Source: an optimization exercise on an open RTL-to-GDS flow (aim: small area). Production flows keep margins and buffers that such runs may drop.
Only simulation tests tie the RTL to the original design; equivalence was not proved.
No driver is modelled on the clock port, so clock power and skew are understated where the tree is cut down; a real chip needs a root buffer or a tree.
No activity file was given, so power comes from the tool's default toggle rates.

lagoon:
==> flow/design.v <==
`timescale 1ns / 1ps
module Micro_Con_ROM(clk, rst, REF, POT, PWM, Ena_ADC);
input clk, rst;
input [17:0] REF, POT;
output reg [17:0] PWM;
output Ena_ADC;
localparam [17:0] HSTART = 18'd206621;    
reg [3:0]  sj;      
reg [1:0]  sh;      
reg        idle;    
reg [17:0] H;       
reg [17:0] A;
reg [15:0] Dr;
wire [17:0] D = {Dr, 2'b00};
wire x0, x1, sREF, sPOT, sA, sD, sK, neg, inc, ldP, ldA, ldD;
wire [7:0] lo;       
wire [3:0] hi;       
CtrlPre pre (.sj(sj), .sh(sh), .idle(idle), .lo(lo), .hi(hi));
CtrlOut out (.lo(lo), .hi(hi), .idle(idle), .rst(rst), .x0(x0), .x1(x1), .sREF(sREF),
             .sPOT(sPOT), .sA(sA), .sD(sD), .sK(sK), .neg(neg), .inc(inc),
             .ldP(ldP), .ldA(ldA), .ldD(ldD));
wire [17:0] S;
wire [17:0] H2 = {H[16:0], 1'b0};
wire [18:0] c;
assign c[0] = neg | inc;
wire x2 = !x0 && !x1;
genvar gi;
generate for (gi = 0; gi < 18; gi = gi + 1) begin : dp
  wire xb, bb;
  XMux #(.B0(gi == 0)) xm (.x1(x1), .x2(x2), .h(H[gi]), .h2(H2[gi]), .x(xb));
  BMux #(.KB(HSTART[gi]), .DB(gi >= 2)) bm (.sr(sREF), .r(REF[gi]), .sp(sPOT), .p(POT[gi]),
           .sa(sA), .a(A[gi]), .sd(sD), .d(D[gi]), .sk(sK), .neg(neg), .b(bb));
  FullAdd fa (.a(xb), .b(bb), .ci(c[gi]), .s(S[gi]), .co(c[gi+1]));
end endgenerate
wire cout = c[18];
always @(posedge clk) begin
  H <= S;
  if (ldP) PWM <= S;
  if (ldA) A <= S;
  if (ldD) Dr <= S[17:2];
end
wire [3:0] sj_next;
wire [1:0] sh_next;
wire idle_next;
StepNext stn (.sj(sj), .sh(sh), .idle(idle), .lo(lo), .hi(hi), .rst(rst), .cout(cout),
              .sjn(sj_next), .shn(sh_next), .idlen(idle_next), .ena(Ena_ADC));
always @(posedge clk) begin
  sj <= sj_next;
  sh <= sh_next;
  idle <= idle_next;
end
endmodule
module XMux(x1, x2, h, h2, x);
parameter B0 = 0;
input x1, x2, h, h2;
output x;
assign x = (x1 & h) | (B0 ? 1'b0 : (x2 & h2));
endmodule
module StepNext(sj, sh, idle, lo, hi, rst, cout, sjn, shn, idlen, ena);
input [3:0] sj;
input [1:0] sh;
input idle, rst, cout;
input [7:0] lo;
input [3:0] hi;
output [3:0] sjn;
output [1:0] shn;
output idlen, ena;
wire clr = rst | (idle & cout);
wire w = sj[3] & !sj[2];                  
assign sjn = clr ? 4'd0 : {sj[2:0], !sj[3]};
assign shn[0] = !clr & (sh[0] ^ w);
assign shn[1] = !clr & (sh[1] ^ (sh[0] & w));
assign idlen = !rst & (idle ? !cout : (sh[1] & sh[0] & w));
assign ena = !((hi[0] & !lo[0]) | (hi[1] & !lo[6] & !lo[7]));
endmodule
module BMux(sr, r, sp, p, sa, a, sd, d, sk, neg, b);
parameter KB = 0;
parameter DB = 1;
input sr, r, sp, p, sa, a, sd, d, sk, neg;
output b;
wire m;
BSel #(.KB(KB), .DB(DB)) sel (.sr(sr), .r(r), .sp(sp), .p(p), .sa(sa), .a(a), .sd(sd), .d(d),
                              .sk(sk), .m(m));
BInv inv (.m(m), .neg(neg), .b(b));
endmodule
module BSel(sr, r, sp, p, sa, a, sd, d, sk, m);
parameter KB = 0;
parameter DB = 1;
input sr, r, sp, p, sa, a, sd, d, sk;
output m;
assign m = (sr & r) | (sp & p) | (sa & a) | (DB ? (sd & d) : 1'b0) | (KB ? sk : 1'b0);
endmodule
module BInv(m, neg, b);
input m, neg;
output b;
assign b = m ^ neg;
endmodule
module FullAdd(a, b, ci, s, co);
input a, b, ci;
output s, co;
assign s = a ^ b ^ ci;
assign co = (a & b) | (ci & (a ^ b));
endmodule
module CtrlPre(sj, sh, idle, lo, hi);
input [3:0] sj;
input [1:0] sh;
input idle;
output [7:0] lo;
output [3:0] hi;
assign lo[0] = !sj[0] & !sj[3];
assign lo[1] =  sj[0] & !sj[1];
assign lo[2] =  sj[1] & !sj[2];
assign lo[3] =  sj[2] & !sj[3];
assign lo[4] =  sj[3] &  sj[0];
assign lo[5] =  sj[1] & !sj[0];
assign lo[6] =  sj[2] & !sj[1];
assign lo[7] =  sj[3] & !sj[2];
assign hi = idle ? 4'd0 : (4'd1 << sh);
endmodule
module CtrlOut(lo, hi, idle, rst, x0, x1, sREF, sPOT, sA, sD, sK, neg, inc, ldP, ldA, ldD);
input [7:0] lo;
input [3:0] hi;
input idle, rst;
output x0, x1, sREF, sPOT, sA, sD, sK, neg, inc, ldP, ldA, ldD;
function st; input [4:0] v; st = hi[v[4:3]] & lo[v[2:0]]; endfunction
assign x0   = st(0) | st(1) | st(13) | st(24) | st(31);              
assign x1   = st(10) | st(12) | st(23) | idle;                       
assign sREF = st(6) | st(9);
assign sPOT = st(1) | st(3) | st(5) | st(10) | st(13);
assign sA   = st(11) | st(23);
assign sD   = st(12) | st(18) | st(19) | st(20) | st(21) | st(22)
            | st(24) | st(26) | st(28) | st(30);
assign sK   = st(31);
assign neg  = st(1) | st(9) | st(24) | st(26);
assign inc  = idle;
assign ldP  = st(11) | rst;
assign ldA  = st(12) | st(23) | rst;
assign ldD  = st(15) | st(30) | rst;
endmodule
Settings: LEC_CHECK=0, CAP_MARGIN=20, CORE_MARGIN=2, CORE_UTILIZATION=40, SLEW_MARGIN=20, SYNTH_HIERARCHICAL=1; clock period 15.0 ns.
standard.sh (not shown) runs the stock make flow with config.mk's settings and CLKGATE_MAP_FILE= SYNTH_SCRIPT=/design/flow/synth_recipe.tcl, a recipe that flattens the netlist after the stock synthesis.
==> flow/flow/run.sh <==
#!/bin/bash
# The standard layout (standard synthesis) with buf_1 port buffers and the
# clock tree of flow/pre_cts.tcl (a root buffer driving one leaf buffer per
# size-limited k-means group of clock sinks). make's output goes to standard.log.
set -uo pipefail
export FLOW_CLK_ROOT=sky130_fd_sc_hd__clkbuf_8
export FLOW_CLK_LEAF=sky130_fd_sc_hd__clkbuf_8
export FLOW_CLK_GROUPS=6
bash standard.sh \
  "BUFFER_PORTS_ARGS=-buffer_cell sky130_fd_sc_hd__buf_1" \
  "PRE_CTS_TCL=$(pwd)/flow/pre_cts.tcl" \
  finish > standard.log 2>&1
rc=$?
tail -5 standard.log
exit $rc
==> flow/flow/pre_cts.tcl <==
# Clock tree made here instead of by TritonCTS. The clock sinks are split into
# FLOW_CLK_GROUPS groups of at most ceil(n/groups)+1 sinks by k-means on their
# placed positions followed by a nearest-first assignment under that size
# limit; each group is
# driven by a FLOW_CLK_LEAF buffer at the group's centroid, and all leaf
# buffers by one FLOW_CLK_ROOT buffer at the centroid of the leaves, which the
# clock port drives. clock_tree_synthesis then only marks the clock as
# propagated.
set block [ord::get_db_block]
set db [ord::get_db]
set root_master [$db findMaster $::env(FLOW_CLK_ROOT)]
set leaf_master [$db findMaster $::env(FLOW_CLK_LEAF)]
set k $::env(FLOW_CLK_GROUPS)
set clknet [$block findNet clk]
set sinks [$clknet getITerms]
set n [llength $sinks]
set xs {}; set ys {}
foreach it $sinks {
  set bb [[$it getInst] getBBox]
  lappend xs [expr {([$bb xMin] + [$bb xMax]) / 2.0}]
  lappend ys [expr {([$bb yMin] + [$bb yMax]) / 2.0}]
}
# initial centres: sinks spread along the sorted order of x + y
set order [lsort -real -indices [lmap x $xs y $ys {expr {$x + 0.5 * $y}}]]
for {set g 0} {$g < $k} {incr g} {
  set i [lindex $order [expr {int(($g + 0.5) * $n / $k)}]]
  set cx($g) [lindex $xs $i]; set cy($g) [lindex $ys $i]
}
for {set iter 0} {$iter < 50} {incr iter} {
  for {set g 0} {$g < $k} {incr g} { set sx($g) 0.0; set sy($g) 0.0; set cnt($g) 0 }
  set asg {}
  for {set i 0} {$i < $n} {incr i} {
    set x [lindex $xs $i]; set y [lindex $ys $i]
    set best 0; set bd 1e30
    for {set g 0} {$g < $k} {incr g} {
      set d [expr {abs($x - $cx($g)) + abs($y - $cy($g))}]
      if { $d < $bd } { set bd $d; set best $g }
    }
    lappend asg $best
    set sx($best) [expr {$sx($best) + $x}]; set sy($best) [expr {$sy($best) + $y}]
    incr cnt($best)
  }
  for {set g 0} {$g < $k} {incr g} {
    if { $cnt($g) > 0 } {
      set cx($g) [expr {$sx($g) / $cnt($g)}]; set cy($g) [expr {$sy($g) / $cnt($g)}]
    }
  }
}
# balanced assignment: take (sink, centre) pairs nearest first, keep a group
# from growing past the limit
set cap [expr {($n + $k - 1) / $k + 1}]
set pairs {}
for {set i 0} {$i < $n} {incr i} {
  set x [lindex $xs $i]; set y [lindex $ys $i]
  for {set g 0} {$g < $k} {incr g} {
    lappend pairs [list [expr {abs($x - $cx($g)) + abs($y - $cy($g))}] $i $g]
  }
}
set pairs [lsort -real -index 0 $pairs]
for {set g 0} {$g < $k} {incr g} { set cnt($g) 0; set sx($g) 0.0; set sy($g) 0.0 }
set asg [lrepeat $n -1]
foreach pr $pairs {
  lassign $pr d i g
  if { [lindex $asg $i] >= 0 || $cnt($g) >= $cap } { continue }
  lset asg $i $g
  incr cnt($g)
  set sx($g) [expr {$sx($g) + [lindex $xs $i]}]; set sy($g) [expr {$sy($g) + [lindex $ys $i]}]
}
for {set g 0} {$g < $k} {incr g} {
  if { $cnt($g) > 0 } {
    set cx($g) [expr {$sx($g) / $cnt($g)}]; set cy($g) [expr {$sy($g) / $cnt($g)}]
  }
}
set rnet [odb::dbNet_create $block clk_root]
$rnet setSigType CLOCK
set root [odb::dbInst_create $block $root_master clk_root_buf]
[$root findITerm A] connect $clknet
set rx 0.0; set ry 0.0; set used 0
for {set g 0} {$g < $k} {incr g} {
  if { $cnt($g) == 0 } { continue }
  set net [odb::dbNet_create $block clk_leaf_$g]
  $net setSigType CLOCK
  set inst [odb::dbInst_create $block $leaf_master clk_leaf_buf_$g]
  for {set i 0} {$i < $n} {incr i} {
    if { [lindex $asg $i] == $g } {
      set it [lindex $sinks $i]
      $it disconnect
      $it connect $net
    }
  }
  [$inst findITerm A] connect $rnet
  [$inst findITerm X] connect $net
  $inst setLocation [expr {int($cx($g))}] [expr {int($cy($g))}]
  $inst setPlacementStatus PLACED
  set rx [expr {$rx + $cx($g)}]; set ry [expr {$ry + $cy($g)}]; incr used
  puts "pre_cts: group $g: $cnt($g) sinks on clk_leaf_buf_$g"
}
[$root findITerm X] connect $rnet
$root setLocation [expr {int($rx / $used)}] [expr {int($ry / $used)}]
$root setPlacementStatus PLACED

rename clock_tree_synthesis tritoncts_unused
proc clock_tree_synthesis { args } {
  puts "clock_tree_synthesis replaced by flow/pre_cts.tcl"
  set_propagated_clock [all_clocks]
}
In summary, lagoon completed successfully, with a layout that passed the timing, design-rule and antenna checks.
### lagoon -> quartz
diff --git a/flow/flow/run.sh b/flow/flow/run.sh
--- a/flow/flow/run.sh
+++ b/flow/flow/run.sh
@@ -5,5 +5,5 @@
 set -uo pipefail
-export FLOW_CLK_ROOT=sky130_fd_sc_hd__clkbuf_8
+export FLOW_CLK_ROOT=sky130_fd_sc_hd__clkbuf_4
 export FLOW_CLK_LEAF=sky130_fd_sc_hd__clkbuf_8
-export FLOW_CLK_GROUPS=6
+export FLOW_CLK_GROUPS=5
 bash standard.sh \
--- outcome ---
quartz: combinational share of power is 0.5 points higher than what lagoon reported. Changes observed in quartz relative to lagoon: cell leakage power lost about 0.64%; post-route total power moved down; final setup skew now sits higher. quartz -> lagoon: met2 wire length flat.
[inputs] xenon vs quartz
diff --git a/flow/flow/run.sh b/flow/flow/run.sh
--- a/flow/flow/run.sh
+++ b/flow/flow/run.sh
@@ -5,3 +5,3 @@
 set -uo pipefail
-export FLOW_CLK_ROOT=sky130_fd_sc_hd__clkbuf_4
+export FLOW_CLK_ROOT=sky130_fd_sc_hd__clkbuf_8
 export FLOW_CLK_LEAF=sky130_fd_sc_hd__clkbuf_8
==> summary.txt <==
- As far as synthesized area goes, xenon and quartz are indistinguishable; the numbers are identical.
- Per the comparison of xenon with quartz, actual transition at the worst max-transition pin fell by 0.0097 ns; core utilization stayed essentially flat; power density normalized to cell area rose by 0.44%; maximum clock frequency fell by about 0.54%; post-route minimum period rose by 0.058 ns.
- xenon vs quartz, aggregate routed wire length went up by about 0.44%.
## Diff of input files: yarrow against xenon
==> flow/flow/run.sh <==
#!/bin/bash
# The standard layout (standard synthesis, with config.mk's settings) with
# buf_1 port buffers and the clock tree of flow/pre_cts.tcl: a root buffer
# driving one leaf buffer per size-limited k-means group of clock sinks.
# make's output goes to standard.log; ORFS's own logs stay under orfs/logs.
set -uo pipefail
export FLOW_CLK_ROOT=sky130_fd_sc_hd__clkbuf_4
export FLOW_CLK_LEAF=sky130_fd_sc_hd__clkbuf_8
export FLOW_CLK_GROUPS=5
bash standard.sh \
  "BUFFER_PORTS_ARGS=-buffer_cell sky130_fd_sc_hd__buf_1" \
  "PRE_CTS_TCL=$(pwd)/flow/pre_cts.tcl" \
  finish > standard.log 2>&1
rc=$?
tail -5 standard.log
exit $rc
diff --git a/flow/flow/pre_cts.tcl b/flow/flow/pre_cts.tcl
--- a/flow/flow/pre_cts.tcl
+++ b/flow/flow/pre_cts.tcl
@@ -1,6 +1,5 @@
-# Clock tree made here instead of by TritonCTS. The clock sinks are split into
-# FLOW_CLK_GROUPS groups of at most ceil(n/groups)+1 sinks by k-means on their
-# placed positions followed by a nearest-first assignment under that size
-# limit; each group is
-# driven by a FLOW_CLK_LEAF buffer at the group's centroid, and all leaf
+# Clock tree made here instead of by TritonCTS. The clock sinks are split
+# into FLOW_CLK_GROUPS groups of at most ceil(n/groups)+1 sinks: k-means on
+# their placed positions, then a nearest-first assignment under that limit.
+# Each group is driven by a FLOW_CLK_LEAF buffer at its centroid, and all leaf
 # buffers by one FLOW_CLK_ROOT buffer at the centroid of the leaves, which the
[summary]
[yarrow vs xenon] latest clock arrival within the worst-skew pair: higher in yarrow
Between yarrow and xenon, the difference in final non-filler cell area is negligible.
In terms of hold slack, yarrow and xenon differ only marginally.
In every run of this note, the design's own scripts or RTL, not TritonCTS, make the clock network.

==> what the ideal ports hide <==
The flow's constraints put no driver on any port. The routed layouts listed below were extracted and timed again, unchanged, in two steps. Step 1 assumes that a clkbuf_16 drives the clock port and a buf_2 every other input. Step 2 moves the port delays by t, midway between the first and last clock arrival at a register: inputs arrive t later, outputs are due t later. That takes back most of the time a late clock gives input paths. a / b / c = ideal / step 1 / step 2; a / b = the first two.
| run | t (ns) | setup slack, ns | worst setup path after step 2 | pins driven straight from the clock port |
|---|---|---|---|---|
| lagoon | 0.366 | 4.311 / 4.320 / 3.953 | input to register | 1 |
| quartz | 0.405 | 4.352 / 4.356 / 3.951 | input to register | 1 |
| xenon | 0.350 | 4.294 / 4.301 / 3.951 | input to register | 1 |
| yarrow | 0.405 | 4.352 / 4.356 / 3.951 | input to register | 1 |
After both steps setup and hold are still met in every run listed.
